This design comes from an exercise in tuning for small area, a short achievable clock period and few clock cycles on the open sky130 flow, not from production work.
Only simulation tests tie the RTL to the original design; equivalence was not proved.

## run A
## LinearRegressor
module LinearRegressor(input clk, rst, start, input [19:0] x_in, y_in, output [7:0] addr, output [19:0] Vect_E, output err_valid, output ready);
For scale: ~42000 µm² of cells after synthesis.
export LEC_CHECK = 0
export ABC_AREA = 1
export CAP_MARGIN = 20
export CORE_MARGIN = 2
export CORE_UTILIZATION = 45
export CTS_CLUSTER_DIAMETER = 150
export CTS_CLUSTER_SIZE = 16
export PLACE_DENSITY = 0.6
export SLEW_MARGIN = 20
create_clock -name core_clock -period 360.0 [get_ports {clk}]
standard.sh (not shown) runs the stock make flow with config.mk's settings and CLKGATE_MAP_FILE= SYNTH_SCRIPT=/design/flow/synth_recipe.tcl, a recipe that flattens the netlist after the stock synthesis.
==> flow/flow/run.sh <==
#!/bin/bash
# Layout flow: the standard synthesis, then flow/invopt.py re-chooses the inverters
# around the full adders (flip-flops, ports and cell names kept), then the standard
# layout from that netlist, with the port buffers of flow/ports.env.  Each tool's output
# goes to its own log in this folder.
set -euo pipefail
R=orfs/results/${FLOW_PLATFORM}/LinearRegressor/base
bash standard.sh synth > synth.log 2>&1
cp "$R/1_2_yosys.v" "$R/1_2_yosys.std.v"
python3 flow/invopt.py "$R/1_2_yosys.std.v" "$R/1_2_yosys.v" 300 > invopt.log 2>&1
if [[ -f flow/ports.env ]]; then source flow/ports.env; fi
bash standard.sh > layout.log 2>&1
Other scripts of this flow, unchanged in this note and not shown: flow/flow/invopt.py, flow/flow/ports.env
Testbench counts of run A, summed over its fixed seeds: cycles 27,427.
### run A -> run B
# run A
export LEC_CHECK = 0
export ABC_AREA = 1
export CAP_MARGIN = 20
export CORE_MARGIN = 2
export CORE_UTILIZATION = 45
export CTS_CLUSTER_DIAMETER = 150
export CTS_CLUSTER_SIZE = 16
export PLACE_DENSITY = 0.6
export SLEW_MARGIN = 20
create_clock -name core_clock -period 360.0 [get_ports {clk}]
# run B
export LEC_CHECK = 0
export ABC_AREA = 1
export CAP_MARGIN = 20
export CORE_MARGIN = 2
export CORE_UTILIZATION = 45
export CTS_CLUSTER_DIAMETER = 100
export CTS_CLUSTER_SIZE = 20
export PLACE_DENSITY = 0.6
export SLEW_MARGIN = 20
create_clock -name core_clock -period 360.0 [get_ports {clk}]
### Flow results
Global-route track usage on met2 of run A is on par with run B. Compared with run A, in run B hold slack did not really move, sum of routed wire length over all layers ~0 delta, combined global-route utilization of all metal layers ~0 delta. Looking at later-pin clock latency in the skew report across run A and run B, the one that comes out higher is run B.
[inputs] run C vs run B
# run B
export LEC_CHECK = 0
export ABC_AREA = 1
export CAP_MARGIN = 20
export CORE_MARGIN = 2
export CORE_UTILIZATION = 45
export CTS_CLUSTER_DIAMETER = 100
export CTS_CLUSTER_SIZE = 20
export PLACE_DENSITY = 0.6
export SLEW_MARGIN = 20
create_clock -name core_clock -period 360.0 [get_ports {clk}]
# run C
export LEC_CHECK = 0
export ABC_AREA = 1
export CAP_MARGIN = 0
export CORE_MARGIN = 2
export CORE_UTILIZATION = 45
export CTS_CLUSTER_DIAMETER = 150
export CTS_CLUSTER_SIZE = 16
export PLACE_DENSITY = 0.6
export SLEW_MARGIN = 0
create_clock -name core_clock -period 360.0 [get_ports {clk}]
Notes after the runs:
On run C: worst path setup slack after routing is 24 ps lower than what run B gave.
Compare run B and run C | first-pass iteration count of the detailed router lower: run B
Any difference in global-route wire length before repair between run C and run B is small enough to ignore.
Number of buffers created by CTS down 3.8% in run C wrt run B
Summary of run C over run B: number of clock buffers in the layout higher, share of final layout cell area taken by non-clock buffers now sits at about the same level, detailed-route wire length per cell now larger.

========
== build 66 ==
LinearRegressor, a different RTL version from the one above (not shown whole).
For scale: ~3,700 cells after synthesis, about 73 I/O pins, roughly 0.038 mm² of cells after synthesis.
export LEC_CHECK = 0
export ABC_AREA = 1
export CAP_MARGIN = 20
export CORE_MARGIN = 2
export CORE_UTILIZATION = 55
export CTS_CLUSTER_DIAMETER = 150
export CTS_CLUSTER_SIZE = 16
export PLACE_DENSITY = 0.7
export SLEW_MARGIN = 20
create_clock -name core_clock -period 360.0 [get_ports {clk}]
==> flow/flow/run.sh <==
#!/bin/bash
# Layout flow: the standard synthesis; then, on its netlist, two rounds of
#   flow/invopt.py  - choose the polarity of each full adder (and inverting or plain form of
#                     some gates) so that as few inverters as possible are needed
#   flow/resyn.py   - map the plain logic gates again with an area-oriented ABC script
#                     (map -a in the first round, amap in the second)
# (flip-flops, full/half adders, tie cells and ports keep their cells and names); then
# the standard layout from that netlist, with the port buffers of flow/ports.env.
# Each tool's output goes to its own log in this folder.
set -euo pipefail
R=orfs/results/${FLOW_PLATFORM}/LinearRegressor/base
PD=${FLOW_HOME}/platforms/${FLOW_PLATFORM}
LIB=${PD}/lib/sky130_fd_sc_hd__tt_025C_1v80.lib
DONT_USE=$(sed -n '/^export DONT_USE_CELLS/,/^$/p' "${PD}/config.mk" | grep -oE 'sky130_fd_sc_hd__[A-Za-z0-9_]+' | tr '\n' ' ')
bash standard.sh synth > synth.log 2>&1
mkdir -p netopt
cp "$R/1_2_yosys.v" netopt/0_std.v
python3 flow/invopt.py netopt/0_std.v netopt/1_inv.v 3000000 > invopt1.log 2>&1
python3 flow/resyn.py netopt/1_inv.v netopt/2_resyn.v netopt/w2 "$LIB" map $DONT_USE > resyn1.log 2>&1
python3 flow/invopt.py netopt/2_resyn.v netopt/3_inv.v 3000000 > invopt2.log 2>&1
python3 flow/resyn.py netopt/3_inv.v netopt/4_resyn.v netopt/w4 "$LIB" amap $DONT_USE > resyn2.log 2>&1
cp netopt/4_resyn.v "$R/1_2_yosys.v"
if [[ -f flow/ports.env ]]; then source flow/ports.env; fi
bash standard.sh > layout.log 2>&1
==> flow/flow/resyn.py <==
#!/usr/bin/env python3
"""Re-maps the plain logic gates of a synthesized netlist with an area-oriented ABC script.
Flip-flops, full and half adders, tie cells and ports stay as they are (same cells, same
instance names); only the other gates are turned back into logic and mapped again.
usage: resyn.py in.v out.v workdir liberty script dont_use_cells...
script: "map" (strash; dc2; dch; map -a) or "amap" (the same with amap, twice)"""
import os, re, subprocess, sys

src, dst, work, lib, mode = sys.argv[1:6]
dont_use = sys.argv[6:]
os.makedirs(work, exist_ok=True)
yosys = os.environ.get("YOSYS_EXE") or "yosys"

def run(script, log):
    path = os.path.join(work, log + ".ys")
    open(path, "w").write(script)
    with open(os.path.join(work, log + ".log"), "w") as f:
        subprocess.run([yosys, "-q", "-s", path], stdout=f, stderr=subprocess.STDOUT, check=True)

# functional models of every library cell
models = os.path.join(work, "cells.v")
run(f"read_liberty -ignore_miss_func {lib}\nproc\nopt_clean\nwrite_verilog -noattr {models}\n", "models")
text = open(models).read()
keep = re.compile(r"sky130_fd_sc_hd__(fa_|ha_|conb|df|edf|sdf|dl|lpflow|probe|tap|fill|decap|diode|ebuf|einv)")
comb, bb = [], []
for full, name, ports, body in re.findall(r"(module (sky130_fd_sc_hd__\w+)\((.*?)\);(.*?)endmodule)", text, re.S):
    if keep.match(name) or "reg " in body or "always" in body:
        decl = "\n".join(l for l in body.split("\n") if re.match(r"\s*(input|output)\b", l))
        bb.append(f"(* blackbox *)\nmodule {name}({ports});\n{decl}\nendmodule\n")
    else:
        comb.append(full)
open(os.path.join(work, "bb.v"), "w").write("\n".join(bb))
open(os.path.join(work, "comb.v"), "w").write("\n".join(comb))
scripts = {"map": "strash\ndc2\ndch -f\nmap -a\ntopo\n",
           "amap": "strash\ndc2\ndch -f\namap\nstrash\ndch -f\namap\ntopo\n"}
open(os.path.join(work, "area.abc"), "w").write(scripts[mode])
du = " ".join(f"-dont_use {c}" for c in dont_use)
top = re.search(r"module\s+(\w+)", open(src).read()).group(1)
run(f"""read_verilog -lib {work}/bb.v
read_verilog {work}/comb.v
read_verilog {src}
hierarchy -top {top}
flatten
rename -hide w:*.*
opt_clean -purge
techmap
opt -fast
abc -liberty {lib} {du} -script {work}/area.abc
opt_clean -purge
stat -liberty {lib}
write_verilog -noattr {dst}
""", "resyn")
Other scripts of this flow, unchanged in this note and not shown: flow/flow/invopt.py, flow/flow/ports.env
Testbench counts of build 66, summed over its fixed seeds: cycles 27,427.
Relative to build 66, the following input files were edited for build 47:
--- a/flow/flow/run.sh
+++ b/flow/flow/run.sh
@@ -4,5 +4,6 @@
 #                     some gates) so that as few inverters as possible are needed
-#   flow/resyn.py   - map the plain logic gates again with an area-oriented ABC script
+#   flow/resyn.py   - map the logic gates (half adders included) again with an
+#                     area-oriented ABC script
 #                     (map -a in the first round, amap in the second)
-# (flip-flops, full/half adders, tie cells and ports keep their cells and names); then
+# (flip-flops, full adders, tie cells and ports keep their cells and names); then
 # the standard layout from that netlist, with the port buffers of flow/ports.env.
--- a/flow/flow/resyn.py
+++ b/flow/flow/resyn.py
@@ -1,5 +1,5 @@
 #!/usr/bin/env python3
-"""Re-maps the plain logic gates of a synthesized netlist with an area-oriented ABC script.
-Flip-flops, full and half adders, tie cells and ports stay as they are (same cells, same
-instance names); only the other gates are turned back into logic and mapped again.
+"""Re-maps the logic gates of a synthesized netlist with an area-oriented ABC script.
+Flip-flops, full adders, tie cells and ports stay as they are (same cells, same instance
+names); the other gates, half adders included, are turned back into logic and mapped again.
 usage: resyn.py in.v out.v workdir liberty script dont_use_cells...
@@ -23,3 +23,3 @@
 text = open(models).read()
-keep = re.compile(r"sky130_fd_sc_hd__(fa_|ha_|conb|df|edf|sdf|dl|lpflow|probe|tap|fill|decap|diode|ebuf|einv)")
+keep = re.compile(r"sky130_fd_sc_hd__(fa_|conb|df|edf|sdf|dl|lpflow|probe|tap|fill|decap|diode|ebuf|einv)")
 comb, bb = [], []
### Flow results
Cell count sits higher in build 47 than in build 66.
Relative to build 66, number of multi-input logic gates has increased by 7.5% in build 47.
The width of the die reported for build 47 is smaller than that of build 66 by about 1.3%.
As far as final worst-path cycle share is concerned, build 66 and build 47 perform about the same.
Here is what was changed in the inputs of build 2 compared with build 47.
--- a/flow/flow/run.sh
+++ b/flow/flow/run.sh
@@ -4,6 +4,4 @@
 #                     some gates) so that as few inverters as possible are needed
-#   flow/resyn.py   - map the logic gates (half adders included) again with an
-#                     area-oriented ABC script
-#                     (map -a in the first round, amap in the second)
-# (flip-flops, full adders, tie cells and ports keep their cells and names); then
+#   flow/resyn.py   - map the plain logic gates again with an area-oriented ABC script
+# (flip-flops, full/half adders, tie cells and ports keep their cells and names); then
 # the standard layout from that netlist, with the port buffers of flow/ports.env.
@@ -19,5 +17,5 @@
 python3 flow/invopt.py netopt/0_std.v netopt/1_inv.v 3000000 > invopt1.log 2>&1
-python3 flow/resyn.py netopt/1_inv.v netopt/2_resyn.v netopt/w2 "$LIB" map $DONT_USE > resyn1.log 2>&1
+python3 flow/resyn.py netopt/1_inv.v netopt/2_resyn.v netopt/w2 "$LIB" $DONT_USE > resyn1.log 2>&1
 python3 flow/invopt.py netopt/2_resyn.v netopt/3_inv.v 3000000 > invopt2.log 2>&1
-python3 flow/resyn.py netopt/3_inv.v netopt/4_resyn.v netopt/w4 "$LIB" amap $DONT_USE > resyn2.log 2>&1
+python3 flow/resyn.py netopt/3_inv.v netopt/4_resyn.v netopt/w4 "$LIB" $DONT_USE > resyn2.log 2>&1
 cp netopt/4_resyn.v "$R/1_2_yosys.v"
--- a/flow/flow/resyn.py
+++ b/flow/flow/resyn.py
@@ -1,11 +1,10 @@
 #!/usr/bin/env python3
-"""Re-maps the logic gates of a synthesized netlist with an area-oriented ABC script.
-Flip-flops, full adders, tie cells and ports stay as they are (same cells, same instance
-names); the other gates, half adders included, are turned back into logic and mapped again.
-usage: resyn.py in.v out.v workdir liberty script dont_use_cells...
-script: "map" (strash; dc2; dch; map -a) or "amap" (the same with amap, twice)"""
+"""Re-maps the plain logic gates of a synthesized netlist with an area-oriented ABC script.
+Flip-flops, full and half adders, tie cells and ports stay as they are (same cells, same
+instance names); only the other gates are turned back into logic and mapped again.
+usage: resyn.py in.v out.v workdir liberty [dont_use cells...]"""
 import os, re, subprocess, sys
 
-src, dst, work, lib, mode = sys.argv[1:6]
-dont_use = sys.argv[6:]
+src, dst, work, lib = sys.argv[1:5]
+dont_use = sys.argv[5:]
 os.makedirs(work, exist_ok=True)
@@ -23,3 +22,3 @@
 text = open(models).read()
-keep = re.compile(r"sky130_fd_sc_hd__(fa_|conb|df|edf|sdf|dl|lpflow|probe|tap|fill|decap|diode|ebuf|einv)")
+keep = re.compile(r"sky130_fd_sc_hd__(fa_|ha_|conb|df|edf|sdf|dl|lpflow|probe|tap|fill|decap|diode|ebuf|einv)")
 comb, bb = [], []
@@ -33,5 +32,3 @@
 open(os.path.join(work, "comb.v"), "w").write("\n".join(comb))
-scripts = {"map": "strash\ndc2\ndch -f\nmap -a\ntopo\n",
-           "amap": "strash\ndc2\ndch -f\namap\nstrash\ndch -f\namap\ntopo\n"}
-open(os.path.join(work, "area.abc"), "w").write(scripts[mode])
+open(os.path.join(work, "area.abc"), "w").write("strash\ndc2\ndch -f\nmap -a\ntopo\n")
 du = " ".join(f"-dont_use {c}" for c in dont_use)
--- outcome ---
- Result: PASS for each of build 2 and build 47
- Build 2: die area about 3.6% above build 47
- Higher number of cells in the design after placement was reported by build 47, not build 2.
- Area inside the core boundary ends up higher on build 2.
- Global-route usage ends up lower on build 47.
- Across both runs, area of the mapped netlist was higher for build 2 than for build 47.
- Of build 2 and build 47, the higher total routed wirelength belongs to build 2.
- Minimum clock period is lower on build 47
- Summary of build 2 over build 47: non-clock buffer instance count of the final layout down 5.
Changes in build 37 relative to build 2:
- changing CTS_CLUSTER_DIAMETER from 150 to 100
- setting CTS_BUF_LIST to sky130_fd_sc_hd__clkbuf_8 for the first time
- changing CTS_CLUSTER_SIZE from 16 to 12
--- a/flow/flow/run.sh
+++ b/flow/flow/run.sh
@@ -4,4 +4,6 @@
 #                     some gates) so that as few inverters as possible are needed
-#   flow/resyn.py   - map the plain logic gates again with an area-oriented ABC script
-# (flip-flops, full/half adders, tie cells and ports keep their cells and names); then
+#   flow/resyn.py   - map the logic gates (half adders included) again with an
+#                     area-oriented ABC script
+#                     (map -a in the first round, amap in the second)
+# (flip-flops, full adders, tie cells and ports keep their cells and names); then
 # the standard layout from that netlist, with the port buffers of flow/ports.env.
@@ -17,5 +19,5 @@
 python3 flow/invopt.py netopt/0_std.v netopt/1_inv.v 3000000 > invopt1.log 2>&1
-python3 flow/resyn.py netopt/1_inv.v netopt/2_resyn.v netopt/w2 "$LIB" $DONT_USE > resyn1.log 2>&1
+python3 flow/resyn.py netopt/1_inv.v netopt/2_resyn.v netopt/w2 "$LIB" map $DONT_USE > resyn1.log 2>&1
 python3 flow/invopt.py netopt/2_resyn.v netopt/3_inv.v 3000000 > invopt2.log 2>&1
-python3 flow/resyn.py netopt/3_inv.v netopt/4_resyn.v netopt/w4 "$LIB" $DONT_USE > resyn2.log 2>&1
+python3 flow/resyn.py netopt/3_inv.v netopt/4_resyn.v netopt/w4 "$LIB" amap $DONT_USE > resyn2.log 2>&1
 cp netopt/4_resyn.v "$R/1_2_yosys.v"
--- a/flow/flow/resyn.py
+++ b/flow/flow/resyn.py
@@ -1,10 +1,11 @@
 #!/usr/bin/env python3
-"""Re-maps the plain logic gates of a synthesized netlist with an area-oriented ABC script.
-Flip-flops, full and half adders, tie cells and ports stay as they are (same cells, same
-instance names); only the other gates are turned back into logic and mapped again.
-usage: resyn.py in.v out.v workdir liberty [dont_use cells...]"""
+"""Re-maps the logic gates of a synthesized netlist with an area-oriented ABC script.
+Flip-flops, full adders, tie cells and ports stay as they are (same cells, same instance
+names); the other gates, half adders included, are turned back into logic and mapped again.
+usage: resyn.py in.v out.v workdir liberty script dont_use_cells...
+script: "map" (strash; dc2; dch; map -a) or "amap" (the same with amap, twice)"""
 import os, re, subprocess, sys
 
-src, dst, work, lib = sys.argv[1:5]
-dont_use = sys.argv[5:]
+src, dst, work, lib, mode = sys.argv[1:6]
+dont_use = sys.argv[6:]
 os.makedirs(work, exist_ok=True)
@@ -22,3 +23,3 @@
 text = open(models).read()
-keep = re.compile(r"sky130_fd_sc_hd__(fa_|ha_|conb|df|edf|sdf|dl|lpflow|probe|tap|fill|decap|diode|ebuf|einv)")
+keep = re.compile(r"sky130_fd_sc_hd__(fa_|conb|df|edf|sdf|dl|lpflow|probe|tap|fill|decap|diode|ebuf|einv)")
 comb, bb = [], []
@@ -32,3 +33,5 @@
 open(os.path.join(work, "comb.v"), "w").write("\n".join(comb))
-open(os.path.join(work, "area.abc"), "w").write("strash\ndc2\ndch -f\nmap -a\ntopo\n")
+scripts = {"map": "strash\ndc2\ndch -f\nmap -a\ntopo\n",
+           "amap": "strash\ndc2\ndch -f\namap\nstrash\ndch -f\namap\ntopo\n"}
+open(os.path.join(work, "area.abc"), "w").write(scripts[mode])
 du = " ".join(f"-dont_use {c}" for c in dont_use)
Notes after the runs:
- The flow did not stop early for build 37: all stages ran, and the layout cleared the timing, DRC and antenna checks.
- Looking at global-route usage across build 37 and build 2, the one that comes out lower is build 37.
- Of build 37 and build 2, it is build 37 that has the higher multi-input gate count.
- Compared build 37 against build 2; portion of the clock cycle consumed by the worst path in the final layout within noise.
- Between build 37 and build 2, detailed placer's ending HPWL is lower for build 37, build 2 comes in above that.
- The growth of design area from synthesis to finish on build 2 is in line with that on build 37.
- Build 37 gives more first-iteration DRC count than build 2 did.
- [compare] base=build 2 new=build 37: synthesized net count shrank by 2.6%, final wirelength shrank by about 3%.
What build 12 does differently from build 37 at the input level:
- CORE_UTILIZATION now 65, was 55
- CTS_BUF_LIST no longer set, was sky130_fd_sc_hd__clkbuf_8
- PLACE_DENSITY now 0.8, was 0.7
- CTS_CLUSTER_DIAMETER now 150, was 100
- CTS_CLUSTER_SIZE now 16, was 12
Findings:
As of build 12, total half-perimeter wirelength after legalization and detailed placement had fallen by a few percent compared to build 37.
Build 12 vs build 37: global-route wire length before repair down in build 12
Any difference in number of flip-flops and latches between build 37 and build 12 is small enough to ignore.
Changes observed in build 12 relative to build 37: depth of the worst register-to-register path dropped 1, die extent in y now sits lower, non-clock buffer count in the final layout now larger.

[separate check: timing with driven ports]
Ports are ideal in the flow. The routed layouts listed here were re-timed in OpenROAD.
Step 1, drivers: a clkbuf_16 drives clk and a buf_2 each remaining input, both assumed.
Step 2, shift: input delay + t, output delay - t, t = (earliest + latest rising clock arrival at the registers) / 2. This alone moves slack from input paths to output paths.
a / b / c = no drivers / after step 1 / after step 2; a / b = the first two.
| run | shift t [ns] | setup slack, ns | worst data-port slew with drivers (ns) |
|---|---|---|---|
| run A | 0.668 | 286.470 / 286.402 / 287.070 | 0.04 |
| run B | 0.681 | 286.478 / 286.409 / 287.090 | 0.04 |
| run C | 0.667 | 286.454 / 286.386 / 287.052 | 0.03 |
| build 66 | 0.667 | 286.402 / 286.332 / 287.000 | 0.04 |
| build 47 | 0.639 | 286.513 / 286.448 / 287.088 | 0.03 |
| build 2 | 0.663 | 286.466 / 286.399 / 287.062 | 0.04 |
| build 37 | 0.722 | 286.409 / 286.344 / 287.066 | 0.03 |
| build 12 | 0.667 | 286.445 / 286.378 / 287.046 | 0.03 |
After both steps every run listed still meets setup and hold.
